This design comes from an exercise in tuning for a short achievable clock period and few clock cycles on the open sky130 flow, not from production work.
In this exercise RTL edits were held to simulation tests only and were not proved equivalent to the original.
Power and IR drop assume default switching activity.

===== design/flow/config.mk =====
export PLATFORM = sky130hd
export DESIGN_NAME = engine
export DESIGN_NICKNAME = engine
export VERILOG_FILES = /design/flow/design.v
export SDC_FILE = /design/flow/constraint.sdc
export NUM_CORES = 4
export LEC_CHECK = 0
export ABC_CLOCK_PERIOD_IN_PS = 4000
export CAP_MARGIN = 20
export CORE_MARGIN = 2
export CORE_UTILIZATION = 40
export SETUP_SLACK_MARGIN = 4
export SLEW_MARGIN = 20

===== design/flow/constraint.sdc =====
create_clock -name core_clock -period 9.0 [get_ports {clock}]
set_input_delay 1.8000 -clock core_clock [delete_from_list [all_inputs] [get_ports {clock}]]
set_output_delay 1.8000 -clock core_clock [all_outputs]
set_load 0.01 [all_outputs]

===== design/flow/design.v =====
module engine_multiply
# (
            parameter            WIDTH = 32
)
(
   input    logic                clock,
   input    logic                clock_sreset,
   input    logic                en,
   input    logic                go,
   input    logic                ack,
   input    logic [WIDTH-1:0]    dataa,
   input    logic [WIDTH-1:0]    datab,
   output   logic                busy,
   output   logic                result_valid,
   output   logic [WIDTH*2-1:0]  result
);
            logic [31:0]         mcand, mplier;
            logic [2:0]          count;
            logic [2:0]          na, nb, n;
            logic                swap;
            logic [39:0]         partial;
   function automatic logic [2:0] nbytes(input logic [31:0] x);
      nbytes = (|x[31:24]) ? 3'd4 : (|x[23:16]) ? 3'd3 : (|x[15:8]) ? 3'd2 : (|x[7:0]) ? 3'd1 : 3'd0;
   endfunction
   always_comb begin
      na = nbytes(dataa);
      nb = nbytes(datab);
      swap = (na < nb);
      n = swap ? na : nb;
      partial = mcand * mplier[31:24];
   end
   always_ff @ (posedge clock) begin
      if (clock_sreset) begin
         busy <= 1'b0;
         result_valid <= 1'b0;
         count <= 3'd0;
         mcand <= 32'h0;
         mplier <= 32'h0;
         result <= 64'h0;
      end
      else if (en) begin
         if (ack)
            result_valid <= 1'b0;
         if (go) begin
            mcand <= swap ? datab : dataa;
            case (n)
               3'd1: mplier <= (swap ? dataa : datab) << 24;
               3'd2: mplier <= (swap ? dataa : datab) << 16;
               3'd3: mplier <= (swap ? dataa : datab) << 8;
               default: mplier <= swap ? dataa : datab;
            endcase
            count <= n;
            result <= 64'h0;
            busy <= (n != 3'd0);
            result_valid <= (n == 3'd0);
         end
         else if (busy) begin
            result <= {result[55:0], 8'h00} + {24'h0, partial};
            mplier <= {mplier[23:0], 8'h00};
            count <= count - 3'd1;
            if (count == 3'd1) begin
               busy <= 1'b0;
               result_valid <= 1'b1;
            end
         end
      end
   end
endmodule
module engine_divide # (
            parameter            WIDTH = 32
)
(
   input    logic                clock,
   input    logic                clock_sreset,
   input    logic                en,
   input    logic                go,
   input    logic                ack,
   input    logic [WIDTH-1:0]    numerator,
   input    logic [WIDTH-1:0]    denominator,
   output   logic                busy,
   output   logic                result_valid,
   output   logic [WIDTH-1:0]    quotient,
   output   logic [WIDTH-1:0]    remainder
);
            logic [31:0]         num, den, dsh;
            logic [4:0]          zn, zd, sh, count;
            logic                prep, iter;
            logic [32:0]         diff;
   function automatic logic [4:0] clz(input logic [31:0] x);
      clz = 5'd31;
      for (int i = 0; i < 32; i++)
         if (x[i]) clz = 5'(31 - i);
   endfunction
   always_comb begin
      zn = clz(num);
      zd = clz(den);
      sh = zd - zn;
      diff = {1'b0, remainder} - {1'b0, dsh};
   end
   assign busy = prep | iter;
   always_ff @ (posedge clock) begin
      if (clock_sreset) begin
         prep <= 1'b0;
         iter <= 1'b0;
         result_valid <= 1'b0;
         num <= 32'h0;
         den <= 32'h0;
         dsh <= 32'h0;
         count <= 5'h0;
         quotient <= 32'h0;
         remainder <= 32'h0;
      end
      else if (en) begin
         if (ack)
            result_valid <= 1'b0;
         if (go) begin
            num <= numerator;
            den <= denominator;
            prep <= 1'b1;
         end
         else if (prep) begin
            prep <= 1'b0;
            remainder <= num;
            quotient <= (den == 32'h0) ? 32'hffffffff : 32'h0;
            dsh <= den << sh;
            count <= sh;
            if ((den == 32'h0) || (num < den))
               result_valid <= 1'b1;
            else
               iter <= 1'b1;
         end
         else if (iter) begin
            if (~diff[32])
               remainder <= diff[31:0];
            quotient <= {quotient[30:0], ~diff[32]};
            dsh <= {1'b0, dsh[31:1]};
            count <= count - 5'd1;
            if (count == 5'd0) begin
               iter <= 1'b0;
               result_valid <= 1'b1;
            end
         end
      end
   end
endmodule
module engine_decode (
   input    logic [29:0]         word,
   input    logic [2:0]          s,
   input    logic                pf_in,
   input    logic [31:0]         rk_in,
   output   logic [2:0]          o,
   output   logic [63:0]         dec,
   output   logic                pxo,
   output   logic                wend,
   output   logic [31:0]         keff,
   output   logic                tail_p,
   output   logic [31:0]         rk_trail
);
            logic [5:0]          sop[5];
            logic [3:0]          nib[5];
            logic [4:0]          isp, ge, np;
            logic [2:0]          k;
            logic                hi;
            logic [5:0]          op;
            logic [3:0]          nib_s;
            logic [31:0]         base;
            logic [15:0]         tn;
            logic [19:0]         n20;
   always_comb begin
      for (int i = 0; i < 5; i++) begin
         sop[i] = word[6*i +: 6];
         nib[i] = word[6*i +: 4];
         isp[i] = ~word[6*i + 5] & ~word[6*i + 4];
         ge[i] = (3'(i) >= s);
      end
      hi = (s > 3'd4);
      np = ~isp & ge;
      o = np[0] ? 3'd0 : np[1] ? 3'd1 : np[2] ? 3'd2 : np[3] ? 3'd3 : np[4] ? 3'd4 : 3'd5;
      k = o - s;
      pxo = ~hi & (o == 3'd5);
      case (o)
         3'd0: tail_p = &isp[4:1];
         3'd1: tail_p = &isp[4:2];
         3'd2: tail_p = &isp[4:3];
         3'd3: tail_p = isp[4];
         default: tail_p = 1'b0;
      endcase
      if (hi) tail_p = 1'b0;
      wend = hi | (o >= 3'd4);
      case (s)
         3'd0: nib_s = nib[0];
         3'd1: nib_s = nib[1];
         3'd2: nib_s = nib[2];
         3'd3: nib_s = nib[3];
         default: nib_s = nib[4];
      endcase
      base = pf_in ? rk_in : {32{nib_s[3]}};
      n20 = {nib[0], nib[1], nib[2], nib[3], nib[4]};
      case (o)
         3'd1: tn = {12'h0, nib[0]};
         3'd2: tn = {8'h0, nib[0], nib[1]};
         3'd3: tn = {4'h0, nib[0], nib[1], nib[2]};
         3'd4: tn = {nib[0], nib[1], nib[2], nib[3]};
         default: tn = {nib[1], nib[2], nib[3], nib[4]};
      endcase
      case (k)
         3'd0: keff = rk_in;
         3'd1: keff = {base[27:0], tn[3:0]};
         3'd2: keff = {base[23:0], tn[7:0]};
         3'd3: keff = {base[19:0], tn[11:0]};
         3'd4: keff = {base[15:0], tn[15:0]};
         default: keff = {base[11:0], n20};
      endcase
      if (hi) keff = rk_in;
      case (o)
         3'd0: rk_trail = {{16{nib[1][3]}}, nib[1], nib[2], nib[3], nib[4]};
         3'd1: rk_trail = {{20{nib[2][3]}}, nib[2], nib[3], nib[4]};
         3'd2: rk_trail = {{24{nib[3][3]}}, nib[3], nib[4]};
         default: rk_trail = {{28{nib[4][3]}}, nib[4]};
      endcase
      case (o)
         3'd0: op = sop[0];
         3'd1: op = sop[1];
         3'd2: op = sop[2];
         3'd3: op = sop[3];
         3'd4: op = sop[4];
         default: op = 6'h00;
      endcase
      if (hi) op = 6'h17;
      dec = pxo ? 64'h0 : (64'h1 << op);
   end
endmodule
module engine # (
            parameter            WIDTHA = 12,
            parameter            WIDTHD = 32,
            parameter            ISA = 6,
            parameter            RESET_ADDR = 'h24,
            parameter            IRQ_ADDR = 'h20,
            parameter            STACK_ADDR = 'h1e0,
            parameter            MULT_SIZE = 32,
            parameter            BARREL_SHIFT = 0
)
(
   input    logic                clock,
   input    logic                clock_sreset,
   output   logic [WIDTHA-1:0]   address,
   output   logic [WIDTHD-1:0]   writedata,
   input    logic [WIDTHD-1:0]   readdata,
   output   logic                read,
   output   logic                write,
   input    logic                waitrequest,
   input    logic [WIDTHD-1:0]   irq
);
            logic [11:0]         pc;
            logic [2:0]          slot;
            logic [31:0]         ra, rb, rc, rx, ry, rk, rt;
            logic [14:0]         ri;
            logic                pf, ef, irqf;
            logic [29:0]         ir, nb;
            logic                irv, nbv, boot, mv_ph;
            logic [2:0]          d_o;
            logic [63:0]         d_dec;
            logic                d_pure, d_wend, d_tail_p;
            logic [31:0]         d_keff, d_rk_trail;
            logic                en;
            logic [2:0]          o_inc;
            logic [11:0]         pc_inc;
            logic [14:0]         ret_addr, jtarget;
            logic                NOP, JSR, JPZ, JMP, DUP, SWP, POP, PSH;
            logic                EXT, ZEQ, IRQ;
            logic                PUY, STY, LDY, AKX, POX, PUX, STX, LDX;
            logic                MBD, MFD, AKA, STA, LDA, AKY, POY;
            logic                DIV, MLT, XOR, IOR, AND, AGB, SUB, ADD;
            logic                SHL, SHR, MV, alu_op;
            logic                ra_zero, taken, trail, word_end, ready, exec, gdone;
            logic                data_rd, data_wr, fetch_ir, jfetch, prefetch;
            logic                pf_new, ef_new, irqf_new, irq_take, wr_hit_next;
            logic [31:0]         rk_new;
            logic [11:0]         daddr;
            logic [32:0]         adder;
            logic [31:0]         alu_result;
            logic [2:0]          a_o, b_o, b_s;
            logic [63:0]         a_dec, b_dec;
            logic                a_pure, a_wend, a_tail_p, b_pure, b_wend, b_tail_p, b_pf;
            logic [31:0]         a_keff, a_rk_trail, b_keff, b_rk_trail, b_rk;
            logic [29:0]         b_word;
            logic                mul_go, mul_busy, mul_valid;
            logic [63:0]         mul_result;
            logic                div_go, div_busy, div_valid;
            logic [31:0]         div_quot, div_rem;
   engine_multiply               multiply (
                                    .clock(clock),
                                    .clock_sreset(clock_sreset),
                                    .en(en),
                                    .go(mul_go),
                                    .ack(mul_valid),
                                    .dataa(ra),
                                    .datab(rb),
                                    .busy(mul_busy),
                                    .result_valid(mul_valid),
                                    .result(mul_result)
                                 );
   engine_divide                 divide (
                                    .clock(clock),
                                    .clock_sreset(clock_sreset),
                                    .en(en),
                                    .go(div_go),
                                    .ack(div_valid),
                                    .numerator(ra),
                                    .denominator(rb),
                                    .busy(div_busy),
                                    .result_valid(div_valid),
                                    .quotient(div_quot),
                                    .remainder(div_rem)
                                 );
   engine_decode                 dec_a (
                                    .word(ir),
                                    .s(o_inc),
                                    .pf_in(1'b0),
                                    .rk_in(32'h0),
                                    .o(a_o),
                                    .dec(a_dec),
                                    .pxo(a_pure),
                                    .wend(a_wend),
                                    .keff(a_keff),
                                    .tail_p(a_tail_p),
                                    .rk_trail(a_rk_trail)
                                 );
   engine_decode                 dec_b (
                                    .word(b_word),
                                    .s(b_s),
                                    .pf_in(b_pf),
                                    .rk_in(b_rk),
                                    .o(b_o),
                                    .dec(b_dec),
                                    .pxo(b_pure),
                                    .wend(b_wend),
                                    .keff(b_keff),
                                    .tail_p(b_tail_p),
                                    .rk_trail(b_rk_trail)
                                 );
   always_comb begin
      {NOP, JSR, JPZ, JMP, DUP, SWP, POP, PSH} = d_dec[23:16];
      {EXT, ZEQ, IRQ} = {d_dec[31], d_dec[25:24]};
      {PUY, STY, LDY, AKX, POX, PUX, STX, LDX} = d_dec[39:32];
      {MBD, MFD, AKA, STA, LDA, AKY, POY} = d_dec[46:40];
      {DIV, MLT, XOR, IOR, AND, AGB, SUB, ADD} = d_dec[55:48];
      {SHL, SHR} = d_dec[57:56];
      MV = MFD | MBD;
      alu_op = ADD | SUB | AGB | AND | IOR | XOR | SHL | SHR;
      en = ~waitrequest;
      ra_zero = ~|ra;
      pc_inc = pc + 12'd1;
      o_inc = d_o + 3'd1;
      ret_addr = (d_o == 3'd4) ? {pc_inc, 3'd0} : {pc, o_inc};
      jtarget = JSR ? ra[14:0] : d_keff[14:0];
      taken = JMP | JSR | (JPZ & ~ra_zero);
      trail = d_tail_p & ~taken;
      word_end = d_wend | trail;
      exec = irv & ~boot;
      ready = MV ? mv_ph : MLT ? mul_valid : DIV ? div_valid : 1'b1;
      gdone = exec & ready;
      mul_go = exec & MLT & ~mul_busy & ~mul_valid;
      div_go = exec & DIV & ~div_busy & ~div_valid;
      pf_new = ~taken & (trail | d_pure);
      ef_new = ~taken & ~trail & EXT;
      irqf_new = irqf & ~IRQ;
      irq_take = (|irq) & ~pf_new & ~ef_new & ~irqf_new;
      rk_new = taken ? 32'h0 : trail ? d_rk_trail : d_pure ? d_keff : 32'h0;
      adder = {1'b0, rb} + {1'b0, ra ^ {32{SUB | AGB}}} + {32'h0, SUB | AGB};
      alu_result = AND ? (rb & ra) : IOR ? (rb | ra) : XOR ? (rb ^ ra) :
         AGB ? {32{adder[32]}} : SHL ? {ra[30:0], 1'b0} : SHR ? {1'b0, ra[31:1]} :
         adder[31:0];
      data_rd = exec & (LDX | LDY | LDA | (MV & ~mv_ph));
      data_wr = exec & (STX | STY | STA | (MV & mv_ph));
      fetch_ir = ~boot & ~irv;
      jfetch = exec & taken;
      prefetch = exec & ~nbv & ~data_rd & ~data_wr & ~taken;
      daddr = (LDX | STX) ? rx[11:0] + d_keff[11:0] :
              (LDY | STY) ? ry[11:0] + d_keff[11:0] :
              (LDA | STA) ? ra[11:0] + d_keff[11:0] :
              mv_ph ? rc[11:0] : rb[11:0];
      read = data_rd | fetch_ir | jfetch | prefetch;
      write = data_wr;
      address = (data_rd | data_wr) ? daddr : fetch_ir ? pc : jfetch ? jtarget[14:3] : pc_inc;
      writedata = STA ? rb : MV ? rt : ra;
      wr_hit_next = data_wr & (daddr == pc_inc);
      b_word = (irv & nbv & ~taken) ? nb : readdata[29:0];
      b_s = ~irv ? slot : taken ? jtarget[2:0] : 3'd0;
      b_pf = irv ? pf_new : pf;
      b_rk = irv ? rk_new : rk;
   end
   always_ff @ (posedge clock) begin
      if (clock_sreset) begin
         pc <= RESET_ADDR[11:0];
         slot <= 3'd0;
         ra <= 32'h0;
         rb <= 32'h0;
         rc <= 32'h0;
         rx <= 32'h0;
         ry <= 32'h0;
         rk <= 32'h0;
         rt <= 32'h0;
         ri <= 15'h0;
         pf <= 1'b0;
         ef <= 1'b0;
         irqf <= 1'b0;
         ir <= 30'h0;
         nb <= 30'h0;
         irv <= 1'b0;
         nbv <= 1'b0;
         boot <= 1'b1;
         mv_ph <= 1'b0;
         d_o <= 3'd0;
         d_dec <= 64'h0;
         d_pure <= 1'b0;
         d_wend <= 1'b0;
         d_tail_p <= 1'b0;
         d_keff <= 32'h0;
         d_rk_trail <= 32'h0;
      end
      else if (en) begin
         if (boot) begin
            boot <= 1'b0;
            if (|irq) begin
               irqf <= 1'b1;
               ri <= {pc, slot};
               pc <= IRQ_ADDR[11:0];
               slot <= 3'd0;
            end
         end
         else if (~irv) begin
            ir <= readdata[29:0];
            irv <= 1'b1;
            d_o <= b_o;
            d_dec <= b_dec;
            d_pure <= b_pure;
            d_wend <= b_wend;
            d_tail_p <= b_tail_p;
            d_keff <= b_keff;
            d_rk_trail <= b_rk_trail;
         end
         else begin
            if (exec & MV & ~mv_ph) begin
               rt <= readdata;
               mv_ph <= 1'b1;
            end
            if (prefetch) begin
               nb <= readdata[29:0];
               nbv <= 1'b1;
            end
            if (wr_hit_next)
               nbv <= 1'b0;
            if (gdone) begin
               mv_ph <= 1'b0;
               rk <= rk_new;
               pf <= pf_new;
               ef <= ef_new;
               irqf <= irqf_new;
               if (PSH | IRQ | LDX | LDY | PUX | PUY) begin
                  rc <= rb;
                  rb <= ra;
               end
               if (POP | STX | STY | POX | POY)
                  rb <= rc;
               if (SWP)
                  rb <= ra;
               if (DUP) begin
                  rc <= rb;
                  rb <= ra;
               end
               if (PSH) ra <= d_keff;
               if (IRQ) ra <= {17'h0, ri};
               if (LDX | LDY | LDA) ra <= readdata;
               if (PUX) ra <= rx;
               if (PUY) ra <= ry;
               if (POP | STX | STY | SWP) ra <= rb;
               if (JSR) ra <= {17'h0, ret_addr};
               if (ZEQ) ra <= {32{ra_zero}};
               if (alu_op) ra <= alu_result;
               if (AKA) ra <= ra + d_keff;
               if (STA) ra <= rc;
               if (POX) rx <= ra;
               if (AKX) rx <= rx + d_keff;
               if (AKY) ry <= ry + d_keff;
               if (MV) begin
                  ra <= ra - 32'h1;
                  rc <= MBD ? rc - 32'h1 : rc + 32'h1;
               end
               if (MLT) begin
                  ra <= mul_result[63:32];
                  rb <= mul_result[31:0];
               end
               if (DIV) begin
                  ra <= div_rem;
                  rb <= div_quot;
               end
               if (word_end | taken) begin
                  nbv <= 1'b0;
                  if (irq_take) begin
                     irqf <= 1'b1;
                     ri <= taken ? jtarget : {pc_inc, 3'd0};
                     pc <= IRQ_ADDR[11:0];
                     slot <= 3'd0;
                     irv <= 1'b0;
                  end
                  else begin
                     pc <= taken ? jtarget[14:3] : pc_inc;
                     slot <= taken ? jtarget[2:0] : 3'd0;
                     if (taken | (nbv & ~wr_hit_next) | prefetch) begin
                        ir <= b_word;
                        d_o <= b_o;
                        d_dec <= b_dec;
                        d_pure <= b_pure;
                        d_wend <= b_wend;
                        d_tail_p <= b_tail_p;
                        d_keff <= b_keff;
                        d_rk_trail <= b_rk_trail;
                     end
                     else
                        irv <= 1'b0;
                  end
               end
               else begin
                  slot <= o_inc;
                  d_o <= a_o;
                  d_dec <= a_dec;
                  d_pure <= a_pure;
                  d_wend <= a_wend;
                  d_tail_p <= a_tail_p;
                  d_keff <= a_keff;
                  d_rk_trail <= a_rk_trail;
               end
            end
         end
      end
   end
endmodule

===== design/flow/run.sh =====
#!/bin/bash
# synth_recipe.tcl (not shown) runs the flow's synth.tcl, then flattens the netlist and writes it again
# the make line also repeats each setting of config.mk as NAME=value (left out here)
make -C /OpenROAD-flow-scripts/flow DESIGN_CONFIG=/design/flow/config.mk WORK_HOME=/design/flow/orfs CLKGATE_MAP_FILE= SYNTH_SCRIPT=/design/flow/synth_recipe.tcl finish

==> run_results.csv <==
group,metric,value,unit
worst_setup_path,r2r_start,"multiply.mplier[25]",
worst_setup_path,cp_max_fo,6,
yosys,syn_inst,9031,
timing,period_share,0.634,
worst_setup_path,cp-startpoint,"multiply.mplier[25]",
route,route.vias.total,74300,
timing,min_period,5.71,ns
placed_design,port-buffer-count,112,
worst_setup_path,worst_ep_required_time,9.63,ns
power_and_ir_drop,totalPowerFinal,10.5,mW
worst_setup_path,endpoint_kind,"flop",
timing,tightest_slew,1.81,ns
yosys,synth_flop_cell,"dfxtp_1",
route,drt_iter0_markers,9997,
clocking,clkTransAtPathRegs,0.06,ns
yosys,synth.area.mux_share,0.0446,
grt,grt_max_degree,173,
route,antenna_left,0,
timing,final.setup.tns,0,ns
power_and_ir_drop,clockPowerShare,0.374,
route,totalWireLength,358000,microns
clocking,clock_sinks,710,
outcome,status,"failed layout checks",
power_and_ir_drop,powerDensity,135,mW/mm^2
route,vias_per_cell,6.56,
worst_setup_path,r2r_slack,3.29,ns
worst_setup_path,critPathCapture,"multiply.result[44]",
floorplanning,initial_core_util,0.403,
grt,grt_overflow,0,
power_and_ir_drop,cellLeakagePower,29.2,nW
yosys,synth-compound-area-share,0.288,
yosys,synthXorXnorAreaFrac,0.0389,
cells_and_area,syn_to_final_growth,18.6,%
floorplanning,die_y,409,microns
yosys,ys_async_sr_fraction,0,
worst_setup_path,worstRegToRegCells,24,
worst_setup_path,critPathKind,"flop to flop",
yosys,synthAdderAreaFrac,0.138,
power_and_ir_drop,intPower,6.41,mW
floorplanning,core_area,0.163,sq mm
grt,grt_usage,0.408,
clocking,cts_buffer_depth,3,
yosys,yosysUniqueCellTypes,97,
timing,slew_viol_final,4,
clocking,cts_htree_levels,3,
floorplanning,die_w,409,microns
outcome,so.violations,"max-capacitance violations, max-slew violations",
yosys,synth_edf_count,0,
timing,whs,0.451,ns
power_and_ir_drop,switchingPower,4.07,mW
clocking,cts_buffers,90,
cells_and_area,nets,9722,
timing,hold_viol,0,
yosys,synth_seq_cells,710,
grt,antenna_found_initial,21,
route,dr.pass1.iters,9,
clocking,clock_latency,0.79,ns
placed_design,gp_congestion,1.06,
clocking,cts_hold_buf,0,
worst_setup_path,r2r_end,"multiply.result[44]",
floorplanning,ios,113,
yosys,yosysSeqAreaShare,0.216,
timing,rsz0062_at_grt,"yes",
timing,fmax,175,MHz
yosys,synth_warnings,6,
worst_setup_path,worstPathArrival,6.33,ns
power_and_ir_drop,p_comb_frac,0.310,
power_and_ir_drop,ir_drop,0.000217,V
floorplanning,num_rows,148,
timing,relSlewSlack,-0.216,
yosys,synth_top_family_by_area,"compound AO/OA/AOI/OAI gates",
worst_setup_path,worst_setup_path_start_kind,"flop",
floorplanning,die-area,0.167,sq mm
timing,fin_worst_skew,0.0610,ns
yosys,syn-num-nets,9687,
route,drc,0,
route,avgRoutedWirePerCell,31.6,microns
power_and_ir_drop,sw_frac_of_total,0.388,
placed_design,hpwlAfterDp,256000,microns
grt,grt_pass1_wl,503000,microns
flow_run,max_cap_viol_count,1,
yosys,syn_avg_cell_area,7.27,sq um
grt,grt_pass1_vias,68800,
clocking,cts_tree,"built",
yosys,synth_area,0.0657,sq mm
clocking,root_buffer,"clkbuf_16",
cells_and_area,drive_gt1_frac,0.145,
timing,setup_viol,0,
yosys,yosys.area_share.simple,0.206,
min_path,hold_path_class,"flop to flop",
power_and_ir_drop,seq_power_share,0.316,
synth_stat cells, drive strengths merged, types with 99 or more instances:
library cell / number / area [sq um]
a21oi: 965 / 4830
a21o: 107 / 803
buf: 99 / 419
mux2i: 180 / 1800
and2: 159 / 997
nand2: 1166 / 4380
xnor2: 211 / 1850
a211oi: 258 / 1980
nand3: 167 / 846
o21ai: 625 / 3130
o211ai: 134 / 1010
inv: 480 / 1800
a31oi: 112 / 701
fa: 220 / 4400
nor2: 910 / 3420
ha: 369 / 4620
clkbuf: 590 / 2220
nor3: 235 / 1190
dfxtp: 710 / 14200
worst max-delay path, cell delays in order, from the launching register on:
cell,delay [ns]
dfxtp_4,0.39
buf_12,0.14
buf_6,0.10
nand2_4,0.04
fa_1,0.50
inv_1,0.05
fa_1,0.50
inv_2,0.04
fa_1,0.49
inv_1,0.05
fa_1,0.55
ha_4,0.22
o21a_4,0.20
o21ai_4,0.23
nor2_4,0.06
a211oi_4,0.24
a21oi_2,0.12
a31o_4,0.26
a221o_1,0.37
buf_4,0.16
a211o_1,0.25
a21o_4,0.23
nand3_2,0.08
xnor2_2,0.09
a22o_1,0.18
worst min path at each step:
stage,startpoint,endpoint,cells after the start
6_report,multiply.result[62],multiply.result[62],2
5_1_grt,multiply.mplier[15],multiply.mplier[15],2
4_1_cts,multiply.result[62],multiply.result[62],2
3_5_place_dp,multiply.result[62],multiply.result[62],2
3_3_place_gp,rk[13],rk[13],2
2_1_floorplan,multiply.result[59],multiply.result[59],2
power by group through the flow:
stage	Sequential, mW	Clock [mW]	Combinational (mW)
final	3.31	3.92	3.25
after CTS	3.30	3.93	2.98
after floorplan	3.31	0	1.69
after global routing	3.31	4.04	3.33
after global placement	3.37	0	2.79
after detailed placement	3.38	0	2.78
metal layers:
| layer | track usage | wire, microns | vias up |
|---|---|---|---|
| li1 | - | - | 32400 |
| met1 | 0.501 | 136000 | 35900 |
| met2 | 0.617 | 152000 | 4576 |
| met3 | 0.0892 | 34900 | 1431 |
| met4 | 0.320 | 35000 | 12 |
| met5 | 0 | 78 | - |
cell usage in the layout, fill, tap and decap left out, drive strengths merged, types with 59 or more instances in the layout:
master	count
a211oi	258
a21o	107
a21oi	965
a22oi	60
a311oi	75
a31oi	112
and2	161
and3	64
buf	522
clkbuf	126
clkdlybuf4s50	98
dfxtp	710
fa	220
ha	369
inv	485
mux2i	180
nand2	1166
nand2b	59
nand3	167
nor2	911
nor2b	73
nor3	235
o211ai	134
o21a	60
o21ai	625
o221ai	60
o22ai	67
xnor2	211
xor2	81
kinds of logic after synthesis:
kind of cell | after synthesis
xor gates and xnor gates | 292
DFF | 710
adders and majority gates | 590
muxes | 248
AOI/OAI and AO/OA | 2965
and+or+nand+nor | 3047
buffers and inverters | 1179
timing repair:
item                                    CTS  global route
buffers inserted                        150            96
resized for setup                       507           309
pin swaps                               144           196
gates cloned                             10             5
endpoints found under the setup margin  322           251
layout make-up:
type                    instances  area (sq um)
well taps                    2175          2720
clock buffers                 123          2570
clock inverters                40           483
diodes                         18          45.0
flip-flops and latches        710         14300
multi-input cells            7148         49800
fillers                     16300         85100
repair buffers                626          6040
inverters                     490          1850
state kept, by name (all words and copies together) (netlist names), 15 cells and up:
register / flops
divide.quotient: 32
d_rk_trail: 16
ir: 30
multiply.mplier: 32
rt: 32
divide.num: 32
divide.dsh: 32
divide.remainder: 32
divide.den: 32
multiply.result: 64
ri: 15
nb: 30
rk: 32
rc: 32
d_dec: 35
rb: 32
d_keff: 32
ry: 32
rx: 32
ra: 32
multiply.mcand: 32
metrics by stage:
step	area [sq um]	cells	worst slack [ns]	util
6_report	77900	11300	3.29	0.478
5_1_grt	77800	11300	3.15	0.478
4_1_cts	75600	11200	3.35	0.464
3_5_place_dp	69400	10900	1.91	0.426
3_3_place_gp	69400	10900	1.91	0.426
2_1_floorplan	66000	9031	3.84	-
Testbench counts, summed over its fixed seeds: cycles 59,289.

static timing again, ports no longer ideal:
Ports are ideal in the flow. The routed layout listed here was re-timed in OpenROAD. Step 1: set_driving_cell puts a clkbuf_16 on clock and a buf_2 on each other input, an assumption about the parent block. Step 2 adds t to the input delays and takes it off the output delays; t is the mean of the earliest and latest rising clock arrival at the registers after step 1. Input paths then give back, and output paths get back, about the clock's delay inside the block. Slacks: ideal ports / drivers / drivers and shift; pairs: ideal ports / drivers.
t, ns: 0.851
setup WS [ns]: 3.293 / 3.293 / 2.825
worst hold slack (ns): 0.451 / 0.451 / 0.451
worst setup path at the end: input to register
For this run, drivers alone change the setup slack by 0.000 ns; drivers and shift together by -0.468 ns.
